From an optimization exercise on the open Yosys and OpenROAD flow, aimed at a short achievable clock period and few clock cycles; shortcuts taken in it are not production practice.
Only simulation tests tie the RTL to the original design; equivalence was not proved.
Power is estimated from default activity; no workload was simulated.

Design ARM, start of the top module:
module ARM(
    input clk,
    input rst,
    output [31:0] imem_addr,
    input [31:0] imem_data,
    output [31:0] dmem_addr,
    output [31:0] dmem_wdata,
    output dmem_we,
    input [31:0] dmem_rdata
);
clock: 11.0 ns
lec_check: 0
abc_clock_period_in_ps: 3000
cap_margin: 20
core_margin: 2
core_utilization: 40
slew_margin: 20
tns_end_percent: 100
standard.sh (not shown) runs the stock make flow with config.mk's settings and CLKGATE_MAP_FILE= SYNTH_SCRIPT=/design/flow/synth_recipe.tcl, a recipe that flattens the netlist after the stock synthesis.
==> flow/flow/run.sh <==
#!/bin/bash
# The standard layout (the standard.sh), with timing repair aiming for
# setup slack well beyond the 11 ns clock so that the achieved period shrinks.
set -uo pipefail
bash standard.sh SETUP_SLACK_MARGIN=7.5 finish > standard_flow.log 2>&1
Testbench counts at the start, summed over its fixed seeds: cycles 78,028.
Rerun with:
--- a/flow/design.v
+++ b/flow/design.v
@@ -192,19 +192,18 @@
 wire stall = d_valid && ((e_ld && ((i_use_n && e_hit_n) || (i_use_m && e_hit_m) ||
                                    (i_use_d && e_hit_d))) ||
                          (i_shift && (e_hit_m || (m_ld && d_mh_m))));
 wire e_wr = e_go && e_wb;
 wire [31:0] pc4 = pc + 32'd4;
 wire [31:0] f_ins = imem_data;
 wire        f_b = f_ins[27:26] == 2'b10 && !f_ins[24];
 wire [31:0] f_tgt;
-ks_add #(30) tgt_add (.a(pc[31:2]), .b({{6{f_ins[23]}}, f_ins[23:0]}), .cin(1'b1),
-                      .s(f_tgt[31:2]), .cout());
-assign f_tgt[1:0] = pc[1:0];
+ks_add #(32) tgt_add (.a(pc4), .b({{6{f_ins[23]}}, f_ins[23:0], 2'b00}), .cin(1'b0),
+                      .s(f_tgt), .cout());
 wire        f_pred = f_b && (f_ins[31:29] == 3'b111 || f_ins[23]);
 wire [3:0]  f_rn = f_ins[19:16];
 wire [3:0]  f_rd = f_ins[15:12];
 wire [3:0]  f_rm = f_ins[3:0];
 assign imem_addr = pc;
 wire [31:0] pc_seq = f_pred ? f_tgt : pc4;
 wire [31:0] pc_alt = mispredict ? e_alt : (id_redirect ? (d_pred ? d_pc4 : i_tgt) : pc);
 wire        pc_use_alt = mispredict || id_redirect || stall;
Via count came out higher by 1.3%.
Routed wire length rose by 3.5%.
Sequential cell count is unchanged.
Die area drops by 0.53%.
Sequential share of layout area falls by 0.78 points.
Clock skew rises by 0.010 ns.
Cell count barely changes.
Testbench counts after the change, summed over its fixed seeds: cycles 78,028.

== lane 1 ==
ARM, a different RTL version from the one above (not shown whole).
Settings: LEC_CHECK=0, ABC_CLOCK_PERIOD_IN_PS=3000, CAP_MARGIN=20, CORE_MARGIN=2, CORE_UTILIZATION=40, SLEW_MARGIN=20, TNS_END_PERCENT=100; clock period 11.0 ns.
Scripts as last shown in full above: flow/flow/run.sh
Testbench counts of lane 1, summed over its fixed seeds: cycles 77,837.
### lane 1 -> lane 2
diff --git a/flow/design.v b/flow/design.v
--- a/flow/design.v
+++ b/flow/design.v
@@ -129,13 +129,13 @@
         4'hB: id_cond = c_n != c_v;
         4'hC: id_cond = !c_z && (c_n == c_v);
         4'hD: id_cond = c_z || (c_n != c_v);
         default: id_cond = 1'b1;
     endcase
 end
-wire id_known = !e_setsf || (d_ins[31:29] == 3'b000 && e_zk) || d_ins[31:29] == 3'b111;
+wire id_known = !e_setsf || (d_ins[31:29] == 3'b000 && e_zk);
 wire id_isb   = d_valid && d_ins[27:26] == 2'b10 && !d_ins[24];
 wire id_redirect = id_isb && id_known && (id_cond != d_pred);
 wire id_pred = (id_isb && id_known) ? id_cond : d_pred;
 wire e_take = e_go && e_b;
 wire mispredict = e_valid && e_b && (e_take != e_pred);
 wire [3:0] i_cond = d_ins[31:28];
@@ -194,22 +194,17 @@
                                         (i_shift && e_hit_m))) ||
                          (i_shift && m_ld && d_mh_m));
 wire e_wr = e_go && e_wb;
 wire [31:0] pc4 = pc + 32'd4;
 wire [31:0] f_ins = imem_data;
 wire        f_b = f_ins[27:26] == 2'b10 && !f_ins[24];
-wire [10:0] f_lo;
-ks_add #(10) tgt_add (.a(pc[11:2]), .b(f_ins[9:0]), .cin(1'b1), .s(f_lo[9:0]), .cout(f_lo[10]));
-wire [19:0] pc_hi_p1, pc_hi_m1;
-ks_add #(20) hi_inc (.a(pc[31:12]), .b(20'h00000), .cin(1'b1), .s(pc_hi_p1), .cout());
-ks_add #(20) hi_dec (.a(pc[31:12]), .b(20'hfffff), .cin(1'b0), .s(pc_hi_m1), .cout());
-wire        f_neg = f_ins[23];
-wire        f_short = f_ins[23:10] == 14'h0000 || f_ins[23:10] == 14'h3fff;
-wire [19:0] f_hi = (f_lo[10] == f_neg) ? pc[31:12] : (f_lo[10] ? pc_hi_p1 : pc_hi_m1);
-wire [31:0] f_tgt = {f_hi, f_lo[9:0], pc[1:0]};
-wire        f_pred = f_b && f_short && (f_ins[31:29] == 3'b111 || f_ins[23]);
+wire [31:0] f_tgt;
+ks_add #(30) tgt_add (.a(pc[31:2]), .b({{6{f_ins[23]}}, f_ins[23:0]}), .cin(1'b1),
+                      .s(f_tgt[31:2]), .cout());
+assign f_tgt[1:0] = pc[1:0];
+wire        f_pred = f_b && (f_ins[31:29] == 3'b111 || f_ins[23]);
 wire [3:0]  f_rn = f_ins[19:16];
 wire [3:0]  f_rd = f_ins[15:12];
 wire [3:0]  f_rm = f_ins[3:0];
 assign imem_addr = pc;
 wire [31:0] pc_seq = f_pred ? f_tgt : pc4;
 wire [31:0] pc_alt = mispredict ? e_alt : (id_redirect ? (d_pred ? d_pc4 : i_tgt) : pc);
Findings:
Lane 2 ends up with a overall routed net length that is 7900 um higher than in lane 1.
Delta (lane 2 minus lane 1): clock latency at the later pin of the worst-skew pair held, area growth from synthesis to final layout climbed 3.6 points.
Lane 1 -> lane 2: total number of cells along the worst setup path delta 0, exact match
Looking only at total standard cell area after synthesis, and setting everything else aside, the higher value of lane 1 and lane 2 goes to lane 2.
Compared with lane 1, lane 2 shows a higher utilization.
Total sequential power in lane 2 is about 2% above lane 1.
Testbench counts of lane 2, summed over its fixed seeds: cycles 77,837.

-- port drivers added, routing unchanged --
Ports are ideal in the flow. The routed layouts listed here were re-timed in OpenROAD.
Step 1: set_driving_cell puts a clkbuf_16 on clk and a buf_2 on each other input, an assumption about the parent block.
Step 2, shift: input delay + t, output delay - t, t = (earliest + latest rising clock arrival at the registers) / 2. This alone moves slack from input paths to output paths.
a / b / c = no drivers / after step 1 / after step 2; a / b = the first two.
run	shift t [ns]	setup WS [ns]	hold slack, ns
the first run of note 1	0.835	6.880 / 6.907 / 6.073	0.403 / 0.403 / 0.403
the second run of note 1	0.832	6.871 / 6.871 / 6.048	0.401 / 0.401 / 0.401
lane 1	0.847	6.616 / 6.674 / 5.827	0.400 / 0.400 / 0.400
lane 2	0.823	6.954 / 6.977 / 6.155	0.396 / 0.396 / 0.396
After both steps setup and hold are still met in every run listed. For the second run of note 1, which loses most, drivers alone change the setup slack by 0.000 ns; drivers and shift together by -0.823 ns.
